Background: an optimization exercise with open tools, aiming at small area. Do not read the settings as production practice. In this exercise RTL edits were held to simulation tests only and were not proved equivalent to the original. The flow treats the clock pin as an ideal source, which a real chip does not have.

## cordic_dds
module cordic_dds (clk, phase_i, sin_o, cos_o, err_o);
   input         clk;
   input  [15:0] phase_i;
   output [16:0] sin_o, cos_o, err_o;
   reg [1:0] q [0:14];
   always @(posedge clk) q[0] <= phase_i[15:14];
   genvar g;
   generate for (g = 1; g < 15; g = g + 1) begin : qp
      always @(posedge clk) q[g] <= q[g-1];
   end endgenerate
   reg [13:0] z0;
   always @(posedge clk) z0 <= phase_i[13:0];
   reg [14:0] z1;
   reg [13:0] z2;
   reg [12:0] z3;
   reg [11:0] z4;
   reg [10:0] z5;
   reg [9:0] z6;
   reg [8:0] z7;
   reg [7:0] z8;
   reg [6:0] z9;
   reg [5:0] z10;
   reg [4:0] z11;
   reg [3:0] z12;
   reg [3:0] z13;
   reg [2:0] z14;
   always @(posedge clk) z1 <= {1'b0, z0} - 15'd8189;
   always @(posedge clk) z2 <= z1[14] ? z1[13:0] + 14'd4834 : z1[13:0] - 14'd4834;
   always @(posedge clk) z3 <= z2[13] ? z2[12:0] + 13'd2554 : z2[12:0] - 13'd2554;
   always @(posedge clk) z4 <= z3[12] ? z3[11:0] + 12'd1296 : z3[11:0] - 12'd1296;
   always @(posedge clk) z5 <= z4[11] ? z4[10:0] + 11'd650 : z4[10:0] - 11'd650;
   always @(posedge clk) z6 <= z5[10] ? z5[9:0] + 10'd325 : z5[9:0] - 10'd325;
   always @(posedge clk) z7 <= z6[9] ? z6[8:0] + 9'd162 : z6[8:0] - 9'd162;
   always @(posedge clk) z8 <= z7[8] ? z7[7:0] + 8'd81 : z7[7:0] - 8'd81;
   always @(posedge clk) z9 <= z8[7] ? z8[6:0] + 7'd40 : z8[6:0] - 7'd40;
   always @(posedge clk) z10 <= z9[6] ? z9[5:0] + 6'd20 : z9[5:0] - 6'd20;
   always @(posedge clk) z11 <= z10[5] ? z10[4:0] + 5'd10 : z10[4:0] - 5'd10;
   always @(posedge clk) z12 <= z11[4] ? z11[3:0] + 4'd5 : z11[3:0] - 4'd5;
  ...
clock: 5.0 ns
lec_check: 0
abc_area: 1
abc_clock_period_in_ps: 5000
cap_margin: 20
core_margin: 2
core_utilization: 40
cts_buf_list: sky130_fd_sc_hd__clkbuf_16
cts_cluster_diameter: 120
cts_cluster_size: 25
slew_margin: 20
run.sh (not shown) runs the stock make flow with config.mk's settings and CLKGATE_MAP_FILE= SYNTH_SCRIPT=/design/flow/synth_recipe.tcl, a recipe that flattens the netlist after the stock synthesis.
Then changed:
==> flow/flow/run.sh (new file) <==
#!/bin/bash
# Own layout flow: the standard flow (standard synthesis unchanged), with
#  - the port buffers made from sky130_fd_sc_hd__buf_1 cells,
#  - clock tree options passed to clock_tree_synthesis,
#  - power recovery (cell down-sizing on paths with slack) after global routing.
# Each make run writes its full output to a log of its own in the work folder;
# ORFS's per-step logs are under orfs/logs/.
set -euo pipefail
cd "$(dirname "$0")/.."
source flow/knobs.sh
bash standard.sh finish \
  "BUFFER_PORTS_ARGS=$PORT_BUF_ARGS" \
  "CTS_ARGS=$CTS_ARGS" \
  "RECOVER_POWER=$RECOVER" > flow_standard.log 2>&1
==> flow/flow/knobs.sh (new file) <==
PORT_BUF_ARGS="-buffer_cell sky130_fd_sc_hd__buf_1"
CTS_ARGS="-sink_clustering_enable -repair_clock_nets -dont_use_dummy_load -buf_list sky130_fd_sc_hd__clkbuf_16 -sink_clustering_size 25 -sink_clustering_max_diameter 120"
RECOVER=100
==> flow/standard.sh (new file) <==
#!/bin/bash
# synth_recipe.tcl (not shown) runs the flow's synth.tcl, then flattens the netlist and writes it again
# the make line also repeats each setting of config.mk as NAME=value (left out here)
make -C /OpenROAD-flow-scripts/flow DESIGN_CONFIG=/design/flow/config.mk WORK_HOME=/design/flow/orfs CLKGATE_MAP_FILE= SYNTH_SCRIPT=/design/flow/synth_recipe.tcl "${@:-finish}"
ABC_AREA = unset   (was 1)
ABC_CLOCK_PERIOD_IN_PS = unset   (was 5000)
CTS_BUF_LIST = unset   (was sky130_fd_sc_hd__clkbuf_16)
CTS_CLUSTER_DIAMETER = unset   (was 120)
CTS_CLUSTER_SIZE = unset   (was 25)
removed: flow/run.sh
What happened: With this change the flow ran to the end with violations: max-capacitance violations, max-slew violations; synthesized cell count came out lower by 6.5%; count of clock-buffer cells in the layout came out lower by 1; routed wire length rises by 12%; design area hardly moves; area after synthesis grows by 1.7%; worst setup slack got worse by 0.60 ns.
Then changed:
==> flow/run.sh (new file) <==
#!/bin/bash
# synth_recipe.tcl (not shown) runs the flow's synth.tcl, then flattens the netlist and writes it again
# the make line also repeats each setting of config.mk as NAME=value (left out here)
make -C /OpenROAD-flow-scripts/flow DESIGN_CONFIG=/design/flow/config.mk WORK_HOME=/design/flow/orfs CLKGATE_MAP_FILE= SYNTH_SCRIPT=/design/flow/synth_recipe.tcl finish
CTS_BUF_LIST = sky130_fd_sc_hd__clkbuf_16   (was unset)
CTS_CLUSTER_DIAMETER = 120   (was unset)
CTS_CLUSTER_SIZE = 25   (was unset)
removed: flow/flow/run.sh
removed: flow/flow/knobs.sh
removed: flow/standard.sh
With this change the flow completed without violations.
Die area is unchanged.
Hold slack gets better by 0.031 ns.
Setup slack is worse by 0.088 ns.
Global-route usage barely changes.
Sequential cell count is unchanged.
Design area goes up by 1.9%.
Final cell count is about the same.
Count of clock-buffer cells in the layout climbs by 1.
Routed wire length hardly moves.
Non-clock buffer count came out lower by 2.

========
Another version of the RTL of cordic_dds (not shown whole).
## cordic_dds
module cordic_dds (clk, phase_i, sin_o, cos_o, err_o);
   input         clk;
   input  [15:0] phase_i;
   output [16:0] sin_o, cos_o, err_o;
   reg [1:0] q [0:14];
   always @(posedge clk) q[0] <= phase_i[15:14];
   genvar g;
   generate for (g = 1; g < 15; g = g + 1) begin : qp
      always @(posedge clk) q[g] <= q[g-1];
   end endgenerate
   reg [13:0] z0;
   always @(posedge clk) z0 <= phase_i[13:0];
   reg [13:0] u1; reg sd1;
   reg [12:0] u2; reg sd2;
   reg [11:0] u3; reg sd3;
   reg [10:0] u4; reg sd4;
   reg [9:0] u5; reg sd5;
   reg [8:0] u6; reg sd6;
   reg [7:0] u7; reg sd7;
   reg [6:0] u8; reg sd8;
   reg [5:0] u9; reg sd9;
   reg [4:0] u10; reg sd10;
   reg [3:0] u11; reg sd11;
   reg [2:0] u12; reg sd12;
   reg [2:0] u13; reg sd13;
   reg [1:0] u14; reg sd14;
   wire [14:0] v0 = {1'b0, z0} - 15'd8189;
   always @(posedge clk) begin u1 <= v0[13:0] ^ {14{v0[14]}}; sd1 <= v0[14] ^ q[0][0]; end
   wire [14:0] v1 = {1'd0, u1} - 15'd4834;
   always @(posedge clk) begin u2 <= v1[12:0] ^ {13{v1[14]}}; sd2 <= sd1 ^ v1[14]; end
   wire [13:0] v2 = {1'd0, u2} - 14'd2554;
   always @(posedge clk) begin u3 <= v2[11:0] ^ {12{v2[13]}}; sd3 <= sd2 ^ v2[13]; end
   wire [12:0] v3 = {1'd0, u3} - 13'd1296;
   always @(posedge clk) begin u4 <= v3[10:0] ^ {11{v3[12]}}; sd4 <= sd3 ^ v3[12]; end
   wire [11:0] v4 = {1'd0, u4} - 12'd650;
   always @(posedge clk) begin u5 <= v4[9:0] ^ {10{v4[11]}}; sd5 <= sd4 ^ v4[11]; end
   wire [10:0] v5 = {1'd0, u5} - 11'd325;
   always @(posedge clk) begin u6 <= v5[8:0] ^ {9{v5[10]}}; sd6 <= sd5 ^ v5[10]; end
   wire [9:0] v6 = {1'd0, u6} - 10'd162;
   always @(posedge clk) begin u7 <= v6[7:0] ^ {8{v6[9]}}; sd7 <= sd6 ^ v6[9]; end
   wire [8:0] v7 = {1'd0, u7} - 9'd81;
   always @(posedge clk) begin u8 <= v7[6:0] ^ {7{v7[8]}}; sd8 <= sd7 ^ v7[8]; end
   wire [7:0] v8 = {1'd0, u8} - 8'd40;
   always @(posedge clk) begin u9 <= v8[5:0] ^ {6{v8[7]}}; sd9 <= sd8 ^ v8[7]; end
   wire [6:0] v9 = {1'd0, u9} - 7'd20;
   always @(posedge clk) begin u10 <= v9[4:0] ^ {5{v9[6]}}; sd10 <= sd9 ^ v9[6]; end
  ...
Settings: LEC_CHECK=0, ABC_AREA=1, ABC_CLOCK_PERIOD_IN_PS=5000, CAP_MARGIN=20, CORE_MARGIN=2, CORE_UTILIZATION=40, SLEW_MARGIN=20; clock period 5.0 ns.
standard.sh (not shown) runs the stock make flow with config.mk's settings and CLKGATE_MAP_FILE= SYNTH_SCRIPT=/design/flow/synth_recipe.tcl, a recipe that flattens the netlist after the stock synthesis.
==> flow/flow/run.sh <==
#!/bin/bash
# Own layout flow: the standard flow (standard synthesis unchanged), with
#  - the port buffers made from sky130_fd_sc_hd__buf_1 cells,
#  - clock tree options passed to clock_tree_synthesis,
#  - power recovery (cell down-sizing on paths with slack) after global routing.
# Each make run writes its full output to a log of its own in the work folder;
# ORFS's per-step logs are under orfs/logs/.
set -euo pipefail
cd "$(dirname "$0")/.."
source flow/knobs.sh
bash standard.sh finish \
  "BUFFER_PORTS_ARGS=$PORT_BUF_ARGS" \
  "CTS_ARGS=$CTS_ARGS" \
  "RECOVER_POWER=$RECOVER" > flow_standard.log 2>&1
==> flow/flow/knobs.sh <==
PORT_BUF_ARGS="-buffer_cell sky130_fd_sc_hd__buf_1"
CTS_ARGS="-sink_clustering_enable -repair_clock_nets -dont_use_dummy_load -buf_list sky130_fd_sc_hd__clkbuf_8 -root_buf sky130_fd_sc_hd__clkbuf_16 -sink_clustering_size 15 -sink_clustering_max_diameter 60"
RECOVER=0
The first run finished clean.
Next try:
==> flow/run.sh (new file) <==
#!/bin/bash
# synth_recipe.tcl (not shown) runs the flow's synth.tcl, then flattens the netlist and writes it again
# the make line also repeats each setting of config.mk as NAME=value (left out here)
make -C /OpenROAD-flow-scripts/flow DESIGN_CONFIG=/design/flow/config.mk WORK_HOME=/design/flow/orfs CLKGATE_MAP_FILE= SYNTH_SCRIPT=/design/flow/synth_recipe.tcl finish
- CTS_BUF_LIST: unset -> sky130_fd_sc_hd__clkbuf_16
- CTS_CLUSTER_DIAMETER: unset -> 120
- CTS_CLUSTER_SIZE: unset -> 25
removed: flow/flow/run.sh
removed: flow/flow/knobs.sh
removed: flow/standard.sh
After rerunning:
- routed wire length climbs slightly
- non-clock buffer count came out higher by 1

==> port drivers added, routing unchanged <==
Ports are ideal in the flow. The routed layouts listed here were re-timed in OpenROAD. Step 1 (the two cells are an assumption about what drives the block):
set clk [get_ports {clk}]
set_driving_cell -lib_cell sky130_fd_sc_hd__clkbuf_16 $clk
set_driving_cell -lib_cell sky130_fd_sc_hd__buf_2 [delete_from_list [all_inputs] $clk]
Step 2 times the ports against the registers' clock, not the clock port: input delays grow and output delays shrink by t, the midpoint of the rising clock arrivals with the driver on. Slacks: no drivers / after step 1 / after step 2; pairs: no drivers / after step 1.
run | t, ns | slack for setup (ns) | worst setup path at the end | pins driven straight from the clock port
the first run of note 1 | 0.613 | 1.134 / 1.134 / 1.134 | register to register | 1
the second run of note 1 | 0.595 | 0.530 / 0.530 / 0.530 | register to register | 1
the third run of note 1 | 0.606 | 0.442 / 0.442 / 0.442 | register to register | 1
the first run of note 2 | 0.548 | 0.459 / 0.459 / 0.459 | register to register | 1
the second run of note 2 | 0.598 | 0.423 / 0.423 / 0.423 | register to register | 1
